This is an optimization exercise on Yosys and OpenROAD, whose aim is small area, a short achievable clock period and few clock cycles per item, not a production implementation. Only simulation tests tie the RTL to the original design; equivalence was not proved.

==> inputs of 05-11 <==
Design mips_arith, start of the top module:
module mips_arith (input  logic        clk,
                   input  logic        reset,
                   input  logic        start,
                   input  logic [3:0]  op,
                   input  logic [31:0] a,
                   input  logic [31:0] b,
                   output logic        ready,
                   output logic        done,
                   output logic [31:0] result,
                   output logic [31:0] result2);
make LEC_CHECK=0 ABC_AREA=1 CAP_MARGIN=20 CORE_MARGIN=2 CORE_UTILIZATION=50 SETUP_SLACK_MARGIN=5 SLEW_MARGIN=20 finish   # period 10.0 ns
run.sh (not shown) runs the stock make flow with config.mk's settings and CLKGATE_MAP_FILE= SYNTH_SCRIPT=/design/flow/synth_recipe.tcl, a recipe that flattens the netlist after the stock synthesis.
==> 02-20: changes against 05-11 <==
==> flow/flow/run.sh (new file) <==
#!/bin/bash
set -euo pipefail
bash standard.sh SETUP_SLACK_MARGIN=6 finish > standard.log 2>&1
==> flow/standard.sh (new file) <==
#!/bin/bash
# synth_recipe.tcl (not shown) runs the flow's synth.tcl, then flattens the netlist and writes it again
# the make line also repeats each setting of config.mk as NAME=value (left out here)
make -C /OpenROAD-flow-scripts/flow DESIGN_CONFIG=/design/flow/config.mk WORK_HOME=/design/flow/orfs CLKGATE_MAP_FILE= SYNTH_SCRIPT=/design/flow/synth_recipe.tcl "${@:-finish}"
Settings changed: SETUP_SLACK_MARGIN 5 to default.
removed: flow/run.sh
==> 08-12: changes against 05-11 <==
--- a/flow/design.v
+++ b/flow/design.v
@@ -283,12 +283,11 @@
 logic        v2;
 logic [2:0]  k2;
 logic [1:0]  dph;
 logic [31:0] m_a, m_b;
 logic [7:0]  m_c;
-logic        f0, f1, f2, f3, m_ci;
-logic [1:0]  d3h;
+logic        f0, f1, f2;
 logic        is_div1;
 logic [2:0]  k1;
 assign is_div1 = (op1 == 4'd5);
 always_comb begin
 	case (op1)
@@ -297,17 +296,17 @@
 		4'd6, 4'd7: k1 = K_FADD;
 		4'd8:       k1 = K_FCMP;
 		default:    k1 = K_INC;    
 	endcase
 end
-logic [31:0] alu, alu_as;
-assign alu_as = a1 + (b1 ^ {32{op1[1]}}) + {31'b0, op1[1]};
+logic [31:0] alu;
 always_comb begin
 	case (op1[1:0])
-		2'b01:   alu = a1 & b1;
-		2'b10:   alu = ~a1;
-		default: alu = alu_as;
+		2'b00: alu = a1 + b1;
+		2'b01: alu = a1 & b1;
+		2'b10: alu = ~a1;
+		2'b11: alu = a1 - b1;
 	endcase
 end
 logic [7:0]  re;
 logic [54:0] rwide;
 logic [31:0] rint, rj;
@@ -339,69 +338,61 @@
 assign sh_in   = {isadd, sh_a ? a1[22:0] : b1[22:0]};
 assign unsh    = {isadd, sh_a ? b1[22:0] : a1[22:0]};
 assign sh_out  = sh_in >> ad;
 assign fx      = sh_a ? sh_out : unsh;
 assign fy      = sh_a ? unsh : sh_out;
-logic fsub1;
-assign fsub1   = ~isadd | (a1[31] ^ b1[31] ^ op1[0]);
 logic [31:0] ms, mc;
 int_mult multiply(.a(a1[15:0]), .b(b1[15:0]), .s(ms), .c(mc));
-logic [31:0] dn, dd, dsmear;
+logic [31:0] dn, dd;
+assign dn = a1[31] ? -a1 : a1;
+assign dd = b1[31] ? -b1 : b1;
 logic [5:0]  lzn, lzd;
 logic [6:0]  sdiff;
 logic        dz, dsingle;
-assign dn = a1[31] ? -a1 : a1;
-assign dd = b1[31] ? -b1 : b1;
 always_comb begin
 	lzn = 6'd32;
-	for (int i = 0; i < 32; i++) if (dn[i]) lzn = 6'(31 - i);
+	for (int i = 0; i < 32; i++) if (m_a[i]) lzn = 6'(31 - i);
 	lzd = 6'd32;
-	for (int i = 0; i < 32; i++) if (dd[i]) lzd = 6'(31 - i);
+	for (int i = 0; i < 32; i++) if (m_b[i]) lzd = 6'(31 - i);
 end
-assign dz      = (dd == 32'b0);
+logic [31:0] dsmear;
+assign dz      = (m_b == 32'b0);
 assign sdiff   = {1'b0, lzd} - {1'b0, lzn};
-assign dsmear  = dd | (dd >> 1) | (dd >> 2) | (dd >> 3) | (dd >> 4) | (dd >> 5) |
-                 (dd >> 6) | (dd >> 7) | (dd >> 8) | (dd >> 9) | (dd >> 10) | (dd >> 11) |
-                 (dd >> 12) | (dd >> 13) | (dd >> 14) | (dd >> 15) | (dd >> 16) | (dd >> 17) |
-                 (dd >> 18) | (dd >> 19) | (dd >> 20) | (dd >> 21) | (dd >> 22) | (dd >> 23) |
-                 (dd >> 24) | (dd >> 25) | (dd >> 26) | (dd >> 27) | (dd >> 28) | (dd >> 29) |
-                 (dd >> 30) | (dd >> 31);
-assign dsingle = dz | ((dn & ~dsmear) == 32'b0);
-logic [31:0] ssum;
-assign ssum = m_a + m_b + {31'b0, m_ci};
+assign dsmear  = m_b | (m_b >> 1) | (m_b >> 2) | (m_b >> 3) | (m_b >> 4) | (m_b >> 5) |
+                 (m_b >> 6) | (m_b >> 7) | (m_b >> 8) | (m_b >> 9) | (m_b >> 10) | (m_b >> 11) |
+                 (m_b >> 12) | (m_b >> 13) | (m_b >> 14) | (m_b >> 15) | (m_b >> 16) | (m_b >> 17) |
+                 (m_b >> 18) | (m_b >> 19) | (m_b >> 20) | (m_b >> 21) | (m_b >> 22) | (m_b >> 23) |
+                 (m_b >> 24) | (m_b >> 25) | (m_b >> 26) | (m_b >> 27) | (m_b >> 28) | (m_b >> 29) |
+                 (m_b >> 30) | (m_b >> 31);
+assign dsingle = dz | ((m_a & ~dsmear) == 32'b0);
 logic        dsub, dq, dlast;
 logic [31:0] dsum;
 assign dsub = ~((dph == D_FIN) & ~f1);
 assign {dq, dsum} = {1'b0, m_a} + {1'b0, m_b ^ {32{dsub}}} + {32'b0, dsub};
 assign dlast = (m_c[4:0] == 5'd0);
-logic [33:0] dtb, dtc, dl3_load;
-logic [31:0] dl_load;
-logic        dq1, dq0;
-assign dtb      = {2'b0, m_a} - {1'b0, m_b, 1'b0};
-assign dtc      = {2'b0, m_a} - {d3h, result2};
-assign dq1      = ~dtb[33];
-assign dq0      = dq1 ? ~dtc[33] : dq;
-assign dl_load  = m_b << {m_c[4:1], 1'b0};
-assign dl3_load = {2'b0, dl_load} + {1'b0, dl_load, 1'b0};
 logic [31:0] qf, quo, ds, dsd, rem;
 assign qf  = f2 ? {31'h7fffffff, ~m_a[31]} : result;
 assign quo = f0 ? -qf : qf;
 assign ds  = {m_a[30], m_a[30:0]};
 assign dsd = {dsum[31] ^ m_a[31] ^ m_a[30], dsum[30:0]};
 always_comb begin
 	if (f1) rem = m_a[30] ? ds : ((m_a[30:0] == 31'b0) ? 32'b0 : dsd);
 	else    rem = m_a[30] ? dsd : ds;
 end
-logic [24:0] fdyx, fres;
+logic [24:0] fxx, fyy, fsum, fdxy, fdyx, fres;
 logic        fd22, feff, fsign, fzero, fxy_eq;
 logic [31:0] fadd_out;
 logic [1:0]  fcmp_out;
-assign fdyx   = ~(m_a[24:0] + m_b[24:0]);
-assign fd22   = ssum[22];
-assign fxy_eq = &(m_a[23:0] ^ m_b[23:0]);
+assign fxx    = {1'b0, m_a[23:0]};
+assign fyy    = {1'b0, m_b[23:0]};
+assign fsum   = ssum[24:0];
+assign fdxy   = fxx - fyy;
+assign fdyx   = fyy - fxx;
+assign fd22   = fdxy[22];
+assign fxy_eq = (m_a[23:0] == m_b[23:0]);
 assign feff   = f0 ^ f1;
-assign fres   = (feff & fd22) ? fdyx : ssum[24:0];
+assign fres   = feff ? (fd22 ? fdyx : fdxy) : fsum;
 assign fsign  = feff ? (f0 ^ fd22) : f0;
 assign fzero  = feff ? fxy_eq : ((m_a[23:0] == 24'b0) && (m_b[23:0] == 24'b0));
 always_comb begin
 	if (fzero && f2)  fadd_out = 32'b0;
 	else if (fres[24]) fadd_out = {fsign, m_c + 8'd1, fres[23:1]};
@@ -413,20 +404,22 @@
 		2'b01:   fcmp_out = 2'b01;
 		2'b10:   fcmp_out = 2'b11;
 		default: fcmp_out = fxy_eq ? 2'b00 : (fd22 ? 2'b01 : 2'b11);
 	endcase
 end
+logic [31:0] ssum;
+assign ssum = m_a + m_b + {31'b0, (k2 == K_INC) & f0};
 logic [31:0] res_n;
 always_comb begin
 	case (k2)
 		K_MUL:   res_n = ssum;
 		K_FADD:  res_n = fadd_out;
 		K_FCMP:  res_n = {30'b0, fcmp_out};
 		K_DIV: begin
 			case (dph)
-				D_LOAD:  res_n = {31'b0, f3 & dq};
-				D_STEP:  res_n = {result[29:0], dq1, dq0};
+				D_LOAD:  res_n = {31'b0, dsingle & dq};
+				D_STEP:  res_n = {result[30:0], dq};
 				default: res_n = quo;
 			endcase
 		end
 		default: res_n = ssum;
 	endcase
@@ -436,77 +429,69 @@
 always_ff @(posedge clk) begin
 	op1 <= op;
 	a1  <= a;
 	b1  <= b;
 	result  <= res_n;
-	if ((k2 == K_DIV) & (dph == D_LOAD)) {d3h, result2} <= dl3_load;
-	else if ((k2 == K_DIV) & (dph == D_STEP)) {d3h, result2} <= {2'b0, d3h, result2[31:2]};
-	else result2 <= rem;
+	result2 <= rem;
 	if (reset) begin
 		rdy  <= 1'b1;
 		v1   <= 1'b0;
 		v2   <= 1'b0;
 		dph  <= D_NONE;
 		done <= 1'b0;
 	end
 	else begin
 		v1   <= start & rdy;
 		done <= v2 & ((k2 != K_DIV) | (dph == D_FIN));
-		rdy  <= ~(start & rdy & (op == 4'd5)) & ~(v1 & is_div1 & ~dsingle) &
-		        ~((dph == D_LOAD) & ~f3 & (m_c[4:1] != 4'd0)) &
-		        ~((dph == D_STEP) & (m_c[4:1] != 4'd0));
+		rdy  <= ~(start & rdy & (op == 4'd5)) & ~(v1 & is_div1) &
+		        ~((dph == D_LOAD) & ~dsingle) &
+		        ~((dph == D_STEP) & (m_c[4:0] > 5'd1));
 		if (mid_free) begin
 			v2  <= v1;
 			dph <= (v1 & is_div1) ? D_LOAD : D_NONE;
 		end
-		else if (dph == D_LOAD) dph <= f3 ? D_FIN : D_STEP;
-		else if (dlast) dph <= D_FIN;
+		else if (dph == D_LOAD) dph <= dsingle ? D_FIN : D_STEP;
+		else if (dlast)         dph <= D_FIN;
 	end
 	if (mid_free) begin
 		k2 <= k1;
 		case (k1)
 			K_MUL: begin
 				m_a <= ms;
 				m_b <= mc;
-				m_ci <= 1'b0;
 			end
 			K_FADD, K_FCMP: begin
 				m_a <= {8'b0, fx};
-				m_b <= {8'b0, fy} ^ {32{fsub1}};
-				m_ci <= fsub1;
+				m_b <= {8'b0, fy};
 				m_c <= greater ? eb : ea;
 				f0  <= a1[31];
 				f1  <= b1[31] ^ (isadd & op1[0]);
 				f2  <= (ea == eb);
 			end
 			K_DIV: begin
 				m_a <= dn;
 				m_b <= dd;
-				m_c <= {3'b0, sdiff[4:0]};
 				f0  <= a1[31] ^ b1[31];
 				f1  <= a1[31];
-				f2  <= dz;
-				f3  <= dsingle;
 			end
 			default: begin
 				m_a <= (op1 == 4'd9) ? rj : alu;
 				m_b <= 32'b0;
-				m_ci <= (op1 == 4'd9) & rcin;
+				f0  <= (op1 == 4'd9) & rcin;
 			end
 		endcase
 	end
 	else if (dph == D_LOAD) begin
-		if (f3) m_a <= dsum;
+		f2 <= dz;
+		if (dsingle) m_a <= dsum;
 		else begin
-			m_b <= dl_load;
-			m_c <= {4'b0, m_c[4:1]};
+			m_b <= m_b << sdiff[4:0];
+			m_c <= {3'b0, sdiff[4:0]};
 		end
 	end
-	else if (dlast) m_a <= dq1 ? dtc[31:0] : dsum;
 	else begin
-		if (dq1) m_a <= dq0 ? dtc[31:0] : dtb[31:0];
-		else if (dq0) m_a <= dsum;
-		m_b <= m_b >> 2;
+		if (dq | dlast) m_a <= dsum;
+		if (!dlast) m_b <= m_b >> 1;
 		m_c <= m_c - 8'd1;
 	end
 end
 endmodule
Settings changed: ABC_AREA 1 to default, CORE_UTILIZATION 50 to 60, SETUP_SLACK_MARGIN 5 to default.
==> 07-02: changes against 05-11 <==
--- a/flow/design.v
+++ b/flow/design.v
@@ -283,12 +283,11 @@
 logic        v2;
 logic [2:0]  k2;
 logic [1:0]  dph;
 logic [31:0] m_a, m_b;
 logic [7:0]  m_c;
-logic        f0, f1, f2, f3, m_ci;
-logic [1:0]  d3h;
+logic        f0, f1, f2;
 logic        is_div1;
 logic [2:0]  k1;
 assign is_div1 = (op1 == 4'd5);
 always_comb begin
 	case (op1)
@@ -297,17 +296,17 @@
 		4'd6, 4'd7: k1 = K_FADD;
 		4'd8:       k1 = K_FCMP;
 		default:    k1 = K_INC;    
 	endcase
 end
-logic [31:0] alu, alu_as;
-assign alu_as = a1 + (b1 ^ {32{op1[1]}}) + {31'b0, op1[1]};
+logic [31:0] alu;
 always_comb begin
 	case (op1[1:0])
-		2'b01:   alu = a1 & b1;
-		2'b10:   alu = ~a1;
-		default: alu = alu_as;
+		2'b00: alu = a1 + b1;
+		2'b01: alu = a1 & b1;
+		2'b10: alu = ~a1;
+		2'b11: alu = a1 - b1;
 	endcase
 end
 logic [7:0]  re;
 logic [54:0] rwide;
 logic [31:0] rint, rj;
@@ -339,69 +338,55 @@
 assign sh_in   = {isadd, sh_a ? a1[22:0] : b1[22:0]};
 assign unsh    = {isadd, sh_a ? b1[22:0] : a1[22:0]};
 assign sh_out  = sh_in >> ad;
 assign fx      = sh_a ? sh_out : unsh;
 assign fy      = sh_a ? unsh : sh_out;
-logic fsub1;
-assign fsub1   = ~isadd | (a1[31] ^ b1[31] ^ op1[0]);
 logic [31:0] ms, mc;
 int_mult multiply(.a(a1[15:0]), .b(b1[15:0]), .s(ms), .c(mc));
-logic [31:0] dn, dd, dsmear;
+logic [31:0] dn, dd;
 logic [5:0]  lzn, lzd;
 logic [6:0]  sdiff;
-logic        dz, dsingle;
+logic [4:0]  dsh;
+logic        dz;
 assign dn = a1[31] ? -a1 : a1;
 assign dd = b1[31] ? -b1 : b1;
 always_comb begin
 	lzn = 6'd32;
 	for (int i = 0; i < 32; i++) if (dn[i]) lzn = 6'(31 - i);
 	lzd = 6'd32;
 	for (int i = 0; i < 32; i++) if (dd[i]) lzd = 6'(31 - i);
 end
-assign dz      = (dd == 32'b0);
-assign sdiff   = {1'b0, lzd} - {1'b0, lzn};
-assign dsmear  = dd | (dd >> 1) | (dd >> 2) | (dd >> 3) | (dd >> 4) | (dd >> 5) |
-                 (dd >> 6) | (dd >> 7) | (dd >> 8) | (dd >> 9) | (dd >> 10) | (dd >> 11) |
-                 (dd >> 12) | (dd >> 13) | (dd >> 14) | (dd >> 15) | (dd >> 16) | (dd >> 17) |
-                 (dd >> 18) | (dd >> 19) | (dd >> 20) | (dd >> 21) | (dd >> 22) | (dd >> 23) |
-                 (dd >> 24) | (dd >> 25) | (dd >> 26) | (dd >> 27) | (dd >> 28) | (dd >> 29) |
-                 (dd >> 30) | (dd >> 31);
-assign dsingle = dz | ((dn & ~dsmear) == 32'b0);
-logic [31:0] ssum;
-assign ssum = m_a + m_b + {31'b0, m_ci};
-logic        dsub, dq, dlast;
-logic [31:0] dsum;
-assign dsub = ~((dph == D_FIN) & ~f1);
-assign {dq, dsum} = {1'b0, m_a} + {1'b0, m_b ^ {32{dsub}}} + {32'b0, dsub};
+assign dz    = (dd == 32'b0);
+assign sdiff = {1'b0, lzd} - {1'b0, lzn};
+assign dsh   = (dz | sdiff[6]) ? 5'd0 : sdiff[4:0];
+logic [32:0] dt;
+logic        dq, dlast;
+assign dt    = {1'b0, m_a} - {1'b0, m_b};
+assign dq    = ~dt[32];
 assign dlast = (m_c[4:0] == 5'd0);
-logic [33:0] dtb, dtc, dl3_load;
-logic [31:0] dl_load;
-logic        dq1, dq0;
-assign dtb      = {2'b0, m_a} - {1'b0, m_b, 1'b0};
-assign dtc      = {2'b0, m_a} - {d3h, result2};
-assign dq1      = ~dtb[33];
-assign dq0      = dq1 ? ~dtc[33] : dq;
-assign dl_load  = m_b << {m_c[4:1], 1'b0};
-assign dl3_load = {2'b0, dl_load} + {1'b0, dl_load, 1'b0};
 logic [31:0] qf, quo, ds, dsd, rem;
 assign qf  = f2 ? {31'h7fffffff, ~m_a[31]} : result;
 assign quo = f0 ? -qf : qf;
 assign ds  = {m_a[30], m_a[30:0]};
-assign dsd = {dsum[31] ^ m_a[31] ^ m_a[30], dsum[30:0]};
+assign dsd = f1 ? ds - m_b : ds + m_b;
 always_comb begin
 	if (f1) rem = m_a[30] ? ds : ((m_a[30:0] == 31'b0) ? 32'b0 : dsd);
 	else    rem = m_a[30] ? dsd : ds;
 end
-logic [24:0] fdyx, fres;
+logic [24:0] fxx, fyy, fsum, fdxy, fdyx, fres;
 logic        fd22, feff, fsign, fzero, fxy_eq;
 logic [31:0] fadd_out;
 logic [1:0]  fcmp_out;
-assign fdyx   = ~(m_a[24:0] + m_b[24:0]);
-assign fd22   = ssum[22];
-assign fxy_eq = &(m_a[23:0] ^ m_b[23:0]);
+assign fxx    = {1'b0, m_a[23:0]};
+assign fyy    = {1'b0, m_b[23:0]};
+assign fsum   = fxx + fyy;
+assign fdxy   = fxx - fyy;
+assign fdyx   = fyy - fxx;
+assign fd22   = fdxy[22];
+assign fxy_eq = (m_a[23:0] == m_b[23:0]);
 assign feff   = f0 ^ f1;
-assign fres   = (feff & fd22) ? fdyx : ssum[24:0];
+assign fres   = feff ? (fd22 ? fdyx : fdxy) : fsum;
 assign fsign  = feff ? (f0 ^ fd22) : f0;
 assign fzero  = feff ? fxy_eq : ((m_a[23:0] == 24'b0) && (m_b[23:0] == 24'b0));
 always_comb begin
 	if (fzero && f2)  fadd_out = 32'b0;
 	else if (fres[24]) fadd_out = {fsign, m_c + 8'd1, fres[23:1]};
@@ -416,97 +401,85 @@
 	endcase
 end
 logic [31:0] res_n;
 always_comb begin
 	case (k2)
-		K_MUL:   res_n = ssum;
+		K_MUL:   res_n = m_a + m_b;
 		K_FADD:  res_n = fadd_out;
 		K_FCMP:  res_n = {30'b0, fcmp_out};
 		K_DIV: begin
 			case (dph)
-				D_LOAD:  res_n = {31'b0, f3 & dq};
-				D_STEP:  res_n = {result[29:0], dq1, dq0};
+				D_LOAD:  res_n = 32'b0;
+				D_STEP:  res_n = {result[30:0], dq};
 				default: res_n = quo;
 			endcase
 		end
-		default: res_n = ssum;
+		default: res_n = m_a + {31'b0, f0};
 	endcase
 end
 logic mid_free;
 assign mid_free = (dph == D_NONE) || (dph == D_FIN);
 always_ff @(posedge clk) begin
 	op1 <= op;
 	a1  <= a;
 	b1  <= b;
 	result  <= res_n;
-	if ((k2 == K_DIV) & (dph == D_LOAD)) {d3h, result2} <= dl3_load;
-	else if ((k2 == K_DIV) & (dph == D_STEP)) {d3h, result2} <= {2'b0, d3h, result2[31:2]};
-	else result2 <= rem;
+	result2 <= rem;
 	if (reset) begin
 		rdy  <= 1'b1;
 		v1   <= 1'b0;
 		v2   <= 1'b0;
 		dph  <= D_NONE;
 		done <= 1'b0;
 	end
 	else begin
 		v1   <= start & rdy;
 		done <= v2 & ((k2 != K_DIV) | (dph == D_FIN));
-		rdy  <= ~(start & rdy & (op == 4'd5)) & ~(v1 & is_div1 & ~dsingle) &
-		        ~((dph == D_LOAD) & ~f3 & (m_c[4:1] != 4'd0)) &
-		        ~((dph == D_STEP) & (m_c[4:1] != 4'd0));
+		rdy  <= ~(start & rdy & (op == 4'd5)) & ~(v1 & is_div1) &
+		        ~((dph == D_LOAD) & (m_c[4:0] != 5'd0)) &
+		        ~((dph == D_STEP) & (m_c[4:0] > 5'd1));
 		if (mid_free) begin
 			v2  <= v1;
 			dph <= (v1 & is_div1) ? D_LOAD : D_NONE;
 		end
-		else if (dph == D_LOAD) dph <= f3 ? D_FIN : D_STEP;
-		else if (dlast) dph <= D_FIN;
+		else if (dph == D_LOAD) dph <= D_STEP;
+		else if (dlast)         dph <= D_FIN;
 	end
 	if (mid_free) begin
 		k2 <= k1;
 		case (k1)
 			K_MUL: begin
 				m_a <= ms;
 				m_b <= mc;
-				m_ci <= 1'b0;
 			end
 			K_FADD, K_FCMP: begin
 				m_a <= {8'b0, fx};
-				m_b <= {8'b0, fy} ^ {32{fsub1}};
-				m_ci <= fsub1;
+				m_b <= {8'b0, fy};
 				m_c <= greater ? eb : ea;
 				f0  <= a1[31];
 				f1  <= b1[31] ^ (isadd & op1[0]);
 				f2  <= (ea == eb);
 			end
 			K_DIV: begin
 				m_a <= dn;
 				m_b <= dd;
-				m_c <= {3'b0, sdiff[4:0]};
+				m_c <= {3'b0, dsh};
 				f0  <= a1[31] ^ b1[31];
 				f1  <= a1[31];
 				f2  <= dz;
-				f3  <= dsingle;
 			end
 			default: begin
 				m_a <= (op1 == 4'd9) ? rj : alu;
-				m_b <= 32'b0;
-				m_ci <= (op1 == 4'd9) & rcin;
+				f0  <= (op1 == 4'd9) & rcin;
 			end
 		endcase
 	end
 	else if (dph == D_LOAD) begin
-		if (f3) m_a <= dsum;
-		else begin
-			m_b <= dl_load;
-			m_c <= {4'b0, m_c[4:1]};
-		end
+		m_b <= m_b << m_c[4:0];
 	end
-	else if (dlast) m_a <= dq1 ? dtc[31:0] : dsum;
 	else begin
-		if (dq1) m_a <= dq0 ? dtc[31:0] : dtb[31:0];
-		else if (dq0) m_a <= dsum;
-		m_b <= m_b >> 2;
+		if (dq | dlast) m_a <= dt[31:0];
+		if (!dlast) m_b <= m_b >> 1;
 		m_c <= m_c - 8'd1;
 	end
 end
 endmodule
Settings changed: ABC_AREA 1 to default, CORE_UTILIZATION 50 to 40, SETUP_SLACK_MARGIN 5 to default.
==> flow_summary.json <==
{
  "comb_power_share": 0.735,
  "critPathMaxFanout": 40,
  "drtIter0Drc": 5187,
  "cts_buffers": 27,
  "switching_share": 0.545,
  "track_usage": 0.473,
  "pg_seq_mw": 1.46,
  "nNonClkInverters": 233,
  "wirelength_um": 138000,
  "synth_area_um2": 33400,
  "status": "finished clean",
  "layout.nets": 4641
}
# the run above: 08-12

==> flow_summary.json <==
{
  "status": "finished clean",
  "drtIter0Drc": 6798,
  "switching_share": 0.576,
  "wirelength_um": 192000,
  "fmax_ghz": 0.199,
  "comb_power_share": 0.748,
  "nNonClkInverters": 720,
  "cts_buffers": 29,
  "synth_area_um2": 37500,
  "layout.nets": 6467
}
# the run above: 05-11

==> flow_summary.json <==
{
  "layout.nets": 5001,
  "synth_area_um2": 35300,
  "status": "finished clean",
  "comb_power_share": 0.722,
  "cts_buffers": 28,
  "track_usage": 0.362,
  "drtIter0Drc": 4933,
  "wirelength_um": 168000,
  "pg_seq_mw": 1.68
}
# the run above: 07-02

==> flow_summary.json <==
{
  "comb_power_share": 0.780,
  "critPathMaxFanout": 5,
  "nNonClkInverters": 728,
  "layout.nets": 6826,
  "pg_seq_mw": 1.55,
  "status": "finished clean",
  "wirelength_um": 214000,
  "cts_buffers": 30
}
# the run above: 02-20

Testbench counts of 05-11, summed over its fixed seeds: cycles 11,227, ops 8,000.
Testbench counts of 02-20, summed over its fixed seeds: cycles 11,227, ops 8,000.
Testbench counts of 08-12, summed over its fixed seeds: cycles 13,808, ops 8,000.
Testbench counts of 07-02, summed over its fixed seeds: cycles 13,808, ops 8,000.

-- port drivers added, routing unchanged --
Ports are ideal in the flow. The routed layouts listed here were re-timed in OpenROAD.
Step 1, drivers: a clkbuf_16 drives clk and a buf_2 each remaining input, both assumed.
Step 2 times the ports against the registers' clock, not the clock port: input delays grow and output delays shrink by t, the midpoint of the rising clock arrivals with the driver on.
a / b / c = no drivers / after step 1 / after step 2; a / b = the first two.
| run | t, ns | setup WS [ns] | hold slack, ns | worst register clock-pin slew, ns |
|---|---|---|---|---|
| 05-11 | 0.701 | 4.968 / 4.968 / 4.968 | 0.480 / 0.480 / 0.480 | 0.08 / 0.08 |
| 02-20 | 0.700 | 5.378 / 5.378 / 5.378 | 0.480 / 0.480 / 0.480 | 0.08 / 0.08 |
| 08-12 | 0.673 | 3.035 / 3.035 / 3.035 | 0.445 / 0.445 / 0.445 | 0.08 / 0.08 |
| 07-02 | 0.700 | 3.839 / 3.839 / 3.839 | 0.456 / 0.456 / 0.456 | 0.07 / 0.07 |
After both steps setup and hold are still met in every run listed.
